This design comes from an exercise in tuning for small area, a short achievable clock period and few clock cycles per item on the open sky130 flow, not from production work. Only simulation tests tie the RTL to the original design; equivalence was not proved. No driver is modelled on the clock port, so clock power and skew are understated where the tree is cut down; a real chip needs a root buffer or a tree.

==> job 6808: inputs <==
==> flow/design.v (excerpt) <==
module ntt_bfly (
    input clk,
    input rst,
    input in_valid,
    input inv,
    input sub,
    input [16:0] a,
    input [16:0] b,
    input [16:0] tf,
    output out_valid,
    output [16:0] p
    );
Settings: LEC_CHECK=0, CAP_MARGIN=20, CORE_MARGIN=2, CORE_UTILIZATION=40, GPL_TIMING_DRIVEN=0, SLEW_MARGIN=20, SYNTH_HIERARCHICAL=1; clock period 42.0 ns.
standard.sh (not shown) runs the stock make flow with config.mk's settings and CLKGATE_MAP_FILE= SYNTH_SCRIPT=/design/flow/synth_recipe.tcl, a recipe that flattens the netlist after the stock synthesis.
==> flow/flow/run.sh <==
#!/bin/bash
# Own flow: the standard layout (standard.sh: the standard synthesis and
# steps), except:
#  - the cells that buffer_ports puts on the ports: buf_2 on each output
#    (hook before global placement), buf_1 on each input.  Every port still
#    gets a buffer of its own.
#  - the clock tree: in place of TritonCTS, ktree_cts.tcl has the clock port
#    feed four clock buffers, each driving a cluster of nearby flip-flops,
#    so every register sees the same single buffer level.
# Each tool's full output goes to a log file of its own here.
set -euo pipefail
here=$(pwd)
printf 'buffer_ports -outputs -buffer_cell sky130_fd_sc_hd__buf_2\n' > "$here/buffer_outputs.tcl"
export PRE_GLOBAL_PLACE_TCL="$here/buffer_outputs.tcl"
export BUFFER_PORTS_ARGS="-inputs -buffer_cell sky130_fd_sc_hd__buf_1"
bash standard.sh place > standard_place.log 2>&1
export ORFS_RESULTS="$here/orfs/results/sky130hd/ntt_bfly/base"
export KTREE_K=4
export KTREE_BUF=sky130_fd_sc_hd__clkbuf_8
openroad -no_init -exit "$here/flow/ktree_cts.tcl" > ktree_cts.log 2>&1
bash standard.sh finish > standard_finish.log 2>&1
==> flow/flow/ktree_cts.tcl <==
# Clock tree for this design in place of TritonCTS: the clock port feeds K
# clock buffers, each of which drives one cluster of flip-flops (k-means on
# their placed locations), so every register's clock passes exactly one
# buffer.  Reads the placed design and writes the CTS results that the
# standard flow's later steps read.
set results $::env(ORFS_RESULTS)
set K $::env(KTREE_K)
set master_name $::env(KTREE_BUF)

read_liberty $::env(FLOW_HOME)/platforms/sky130hd/lib/sky130_fd_sc_hd__tt_025C_1v80.lib
read_db $results/3_place.odb
read_sdc $results/3_place.sdc

set block [ord::get_db_block]
set db [ord::get_db]
set master [$db findMaster $master_name]
set clknet [$block findNet clk]
set its {}
set pts {}
foreach it [$clknet getITerms] {
  set bb [[$it getInst] getBBox]
  lappend its $it
  lappend pts [list [expr {([$bb xMin] + [$bb xMax]) / 2.0}] [expr {([$bb yMin] + [$bb yMax]) / 2.0}]]
}
set n [llength $pts]
puts "clock sinks: $n"

# k-means, seeded with sinks spread through the list
set cent {}
for {set k 0} {$k < $K} {incr k} { lappend cent [lindex $pts [expr {int(($k + 0.5) * $n / $K)}]] }
for {set iter 0} {$iter < 100} {incr iter} {
  set asg {}
  foreach p $pts {
    set best 0
    set bd 1e30
    for {set k 0} {$k < $K} {incr k} {
      set c [lindex $cent $k]
      set d [expr {pow([lindex $p 0] - [lindex $c 0], 2) + pow([lindex $p 1] - [lindex $c 1], 2)}]
      if {$d < $bd} { set bd $d; set best $k }
    }
    lappend asg $best
  }
  set ncent {}
  for {set k 0} {$k < $K} {incr k} {
    set sx 0.0; set sy 0.0; set m 0
    foreach p $pts a $asg {
      if {$a == $k} { set sx [expr {$sx + [lindex $p 0]}]; set sy [expr {$sy + [lindex $p 1]}]; incr m }
    }
    if {$m == 0} { lappend ncent [lindex $cent $k] } else { lappend ncent [list [expr {$sx / $m}] [expr {$sy / $m}]] }
  }
  set cent $ncent
}

for {set k 0} {$k < $K} {incr k} {
  set inst [odb::dbInst_create $block $master "clkbuf_leaf_$k"]
  set net [odb::dbNet_create $block "clknet_leaf_$k"]
  $net setSigType CLOCK
  [$inst findITerm A] connect $clknet
  [$inst findITerm X] connect $net
  set m 0
  foreach it $its a $asg {
    if {$a == $k} { $it disconnect; $it connect $net; incr m }
  }
  set c [lindex $cent $k]
  $inst setLocation [expr {int([lindex $c 0])}] [expr {int([lindex $c 1])}]
  $inst setPlacementStatus PLACED
  puts "clock buffer $k ($master_name): $m sinks"
}
$clknet setSigType CLOCK

detailed_placement
check_placement -verbose

source $::env(FLOW_HOME)/platforms/sky130hd/setRC.tcl
set_propagated_clock [all_clocks]
estimate_parasitics -placement
report_clock_latency
report_clock_skew
report_check_types -max_slew -max_capacitance -violators

write_db $results/4_1_cts.odb
file copy -force $results/4_1_cts.odb $results/4_cts.odb
file copy -force $results/3_place.sdc $results/4_cts.sdc
==> job 8341: changes against job 6808 <==
--- a/flow/flow/run.sh
+++ b/flow/flow/run.sh
@@ -18,3 +18,3 @@
 export KTREE_K=4
-export KTREE_BUF=sky130_fd_sc_hd__clkbuf_8
+export KTREE_BUF=sky130_fd_sc_hd__clkbuf_16
 openroad -no_init -exit "$here/flow/ktree_cts.tcl" > ktree_cts.log 2>&1
==> job 4589: changes against job 6808 <==
==> flow/flow/run.sh (replaced) <==
#!/bin/bash
# Own flow: the standard layout (standard.sh: the standard synthesis and
# steps), except:
#  - the cells that buffer_ports puts on the ports: buf_2 on each output
#    (hook before global placement), buf_1 on each input.  Every port still
#    gets a buffer of its own.
#  - clock tree synthesis without dummy load cells.
set -euo pipefail
here=$(pwd)
printf 'buffer_ports -outputs -buffer_cell sky130_fd_sc_hd__buf_2\n' > "$here/buffer_outputs.tcl"
export PRE_GLOBAL_PLACE_TCL="$here/buffer_outputs.tcl"
export BUFFER_PORTS_ARGS="-inputs -buffer_cell sky130_fd_sc_hd__buf_1"
export CTS_ARGS="-sink_clustering_enable -repair_clock_nets -dont_use_dummy_load -buf_list sky130_fd_sc_hd__clkbuf_8 -sink_clustering_size 24 -sink_clustering_max_diameter 200"
bash standard.sh finish > standard_make.log 2>&1
removed: flow/flow/ktree_cts.tcl
==> results.ini <==
[run_status]
run_status=no timing/DRC/antenna violations

[final_layout]
fraction_of_standard_cell_area_in_multi_input_logic=0.747
final_area_mm2=0.0100

[routing]
dr.first_iter.drc_count=634

[sta]
skew_ns=0.0136

[grt]
grt_max_degree=22
met1_usage=0.317

[worst_setup_path]
critical-path-max-stage-delay_ns=0.32
regToRegEndpoint=p_q[3]

# the run above: job 6808

==> results.ini <==
[run_status]
run_status=no timing/DRC/antenna violations

[placement]
place_ws_ns=33.12

[worst_setup_path]
regToRegEndpoint=p_q[3]
critical-path-max-stage-delay_ns=0.31

[grt]
grt_max_degree=22
met1_usage=0.317

[synth]
synth_most_common_cell=o22ai_1

[sta]
skew_ns=0.00854

[final_layout]
fraction_of_standard_cell_area_in_multi_input_logic=0.744
final_area_mm2=0.0101

[routing]
dr.first_iter.drc_count=637

[hold_path]
min_path_cells=1

# the run above: job 8341

==> results.ini <==
[run_status]
run_status=no timing/DRC/antenna violations

[final_layout]
fraction_of_standard_cell_area_in_multi_input_logic=0.742
final_area_mm2=0.0101
post_layout_instance_count_excluding_filler_cells=1307

[grt]
met1_usage=0.324

[routing]
dr.first_iter.drc_count=718
final_routed_drc_violation_total=0

[worst_setup_path]
regToRegEndpoint=p_q[2]

[sta]
slew_violations=0

[placement]
gp_congestion=0.965

# the run above: job 4589

Testbench counts of job 6808, summed over its fixed seeds: cycles 24,008, items 24,000.
Testbench counts of job 8341, summed over its fixed seeds: cycles 24,008, items 24,000.
Testbench counts of job 4589, summed over its fixed seeds: cycles 24,008, items 24,000.
The clock cells of job 6808 and job 8341 come from the design's own scripts or RTL, not from TritonCTS.

========
==> inputs of raven <==
ntt_bfly, a different RTL version from the one above (not shown whole).
==> flow/config.mk <==
export PLATFORM = sky130hd
export DESIGN_NAME = ntt_bfly
export DESIGN_NICKNAME = ntt_bfly
export VERILOG_FILES = /design/flow/design.v
export SDC_FILE = /design/flow/constraint.sdc
export NUM_CORES = 4
export LEC_CHECK = 0
export CAP_MARGIN = 20
export CORE_MARGIN = 2
export CORE_UTILIZATION = 40
export GPL_TIMING_DRIVEN = 0
export SLEW_MARGIN = 20
export SYNTH_HIERARCHICAL = 1
==> flow/constraint.sdc <==
create_clock -name core_clock -period 42.0 [get_ports {clk}]
set_input_delay 8.4000 -clock core_clock [delete_from_list [all_inputs] [get_ports {clk}]]
set_output_delay 8.4000 -clock core_clock [all_outputs]
set_load 0.01 [all_outputs]
==> flow/flow/run.sh <==
#!/bin/bash
# Own flow: the standard layout (standard.sh: the standard synthesis and
# steps), except:
#  - the cells that buffer_ports puts on the ports: buf_2 on each output
#    (hook before global placement), buf_1 on each input.  Every port still
#    gets a buffer of its own.
#  - clock tree synthesis without dummy load cells.
set -euo pipefail
here=$(pwd)
printf 'buffer_ports -outputs -buffer_cell sky130_fd_sc_hd__buf_2\n' > "$here/buffer_outputs.tcl"
export PRE_GLOBAL_PLACE_TCL="$here/buffer_outputs.tcl"
export BUFFER_PORTS_ARGS="-inputs -buffer_cell sky130_fd_sc_hd__buf_1"
export CTS_ARGS="-sink_clustering_enable -repair_clock_nets -dont_use_dummy_load -buf_list sky130_fd_sc_hd__clkbuf_8 -sink_clustering_size 24 -sink_clustering_max_diameter 200"
bash standard.sh finish > standard_make.log 2>&1
==> inputs of amber, as changes to raven <==
--- a/flow/flow/run.sh
+++ b/flow/flow/run.sh
@@ -10,5 +10,5 @@
 printf 'buffer_ports -outputs -buffer_cell sky130_fd_sc_hd__buf_2\n' > "$here/buffer_outputs.tcl"
 export PRE_GLOBAL_PLACE_TCL="$here/buffer_outputs.tcl"
 export BUFFER_PORTS_ARGS="-inputs -buffer_cell sky130_fd_sc_hd__buf_1"
-export CTS_ARGS="-sink_clustering_enable -repair_clock_nets -dont_use_dummy_load -buf_list sky130_fd_sc_hd__clkbuf_8 -sink_clustering_size 24 -sink_clustering_max_diameter 200"
+export CTS_ARGS="-sink_clustering_enable -repair_clock_nets -dont_use_dummy_load -buf_list sky130_fd_sc_hd__clkbuf_4 -sink_clustering_size 24 -sink_clustering_max_diameter 200"
 bash standard.sh finish > standard_make.log 2>&1
- CORE_UTILIZATION: 40 -> 55
==> inputs of yarrow, as changes to raven <==
--- a/flow/flow/run.sh
+++ b/flow/flow/run.sh
@@ -10,5 +10,5 @@
 printf 'buffer_ports -outputs -buffer_cell sky130_fd_sc_hd__buf_2\n' > "$here/buffer_outputs.tcl"
 export PRE_GLOBAL_PLACE_TCL="$here/buffer_outputs.tcl"
 export BUFFER_PORTS_ARGS="-inputs -buffer_cell sky130_fd_sc_hd__buf_1"
-export CTS_ARGS="-sink_clustering_enable -repair_clock_nets -dont_use_dummy_load -buf_list sky130_fd_sc_hd__clkbuf_8 -sink_clustering_size 24 -sink_clustering_max_diameter 200"
+export CTS_ARGS="-sink_clustering_enable -repair_clock_nets -dont_use_dummy_load -buf_list sky130_fd_sc_hd__clkbuf_16 -sink_clustering_size 72 -sink_clustering_max_diameter 500"
 bash standard.sh finish > standard_make.log 2>&1
==> results.txt <==
raven passed the timing, design-rule and antenna checks. yarrow passed the timing, design-rule and antenna checks. amber passed the timing, design-rule and antenna checks.
Against amber, the worst setup slack of raven is better by 110 ps.
Critical path depth is the same in amber and raven.
Between amber and raven, the lower fmax is in amber (gap about 1.1%, measured against raven).
The lowest clock skew belongs to yarrow, the highest to raven.
In yarrow the hold slack is lower than in raven, by 5.1 ps.
==> figures <==
|  | amber | yarrow | raven |
|---|---|---|---|
| Via count | 7,448 | 7,454 | 7,467 |
| Achievable frequency | 107 MHz | 109 MHz | 109 MHz |
| Layout Cells excl Fill | 1,257 | 1,353 | 1,353 |
| Detailed Routing Iterations Pass 1 | 7 | 5 | 5 |
| Bufs w/o clock | 110 | 109 | 109 |
| Drt wl/cell | 21.7 µm | 20.7 µm | 20.7 µm |
| Number of rows in the core area | 47 | 56 | 56 |
| Placed cell count | 1,245 | 1,344 | 1,344 |
| Launch point of the worst path | p_q[13] | v1 | v1 |
| Final weighted congestion of routability-driven global placement | 0.952 | 0.964 | 0.964 |
| Run status | complete, no violations | complete, no violations | complete, no violations |
| Post-route core utilization | 60.5% | 44.5% | 44.1% |
| Die Y-Extent | 135 µm | 158 µm | 158 µm |
| HPWL reported at the end of detailed placement | 20.3 mm | 20.5 mm | 20.5 mm |
| Number of nets in the final layout | 1,272 | 1,271 | 1,271 |
| Detailed-route wire length | 27.3 mm | 28.0 mm | 27.9 mm |
Testbench counts of raven, summed over its fixed seeds: cycles 24,008, items 24,000.
Testbench counts of amber, summed over its fixed seeds: cycles 24,008, items 24,000.
Testbench counts of yarrow, summed over its fixed seeds: cycles 24,008, items 24,000.

afterwards: timing with drivers on the ports:
Ports are ideal in the flow. The routed layouts listed here were re-timed in OpenROAD. Step 1, drivers: a clkbuf_16 drives clk and a buf_2 each remaining input, both assumed. Step 2 moves the port delays by t, midway between the first and last clock arrival at a register: inputs arrive t later, outputs are due t later. That takes back most of the time a late clock gives input paths. Slacks: no drivers / after step 1 / after step 2; pairs: no drivers / after step 1.
run | shift t [ns] | slack for setup (ns) | worst slew at a driven data input, ns
job 6808 | 0.234 | 33.007 / 32.924 / 33.159 | 0.03
job 8341 | 0.231 | 33.036 / 32.939 / 33.170 | 0.03
job 4589 | 0.398 | 32.800 / 32.756 / 33.154 | 0.03
raven | 0.400 | 32.801 / 32.757 / 33.157 | 0.03
amber | 0.465 | 32.695 / 32.655 / 33.119 | 0.03
yarrow | 0.382 | 32.832 / 32.785 / 33.167 | 0.04
After both steps every run listed still meets setup and hold.
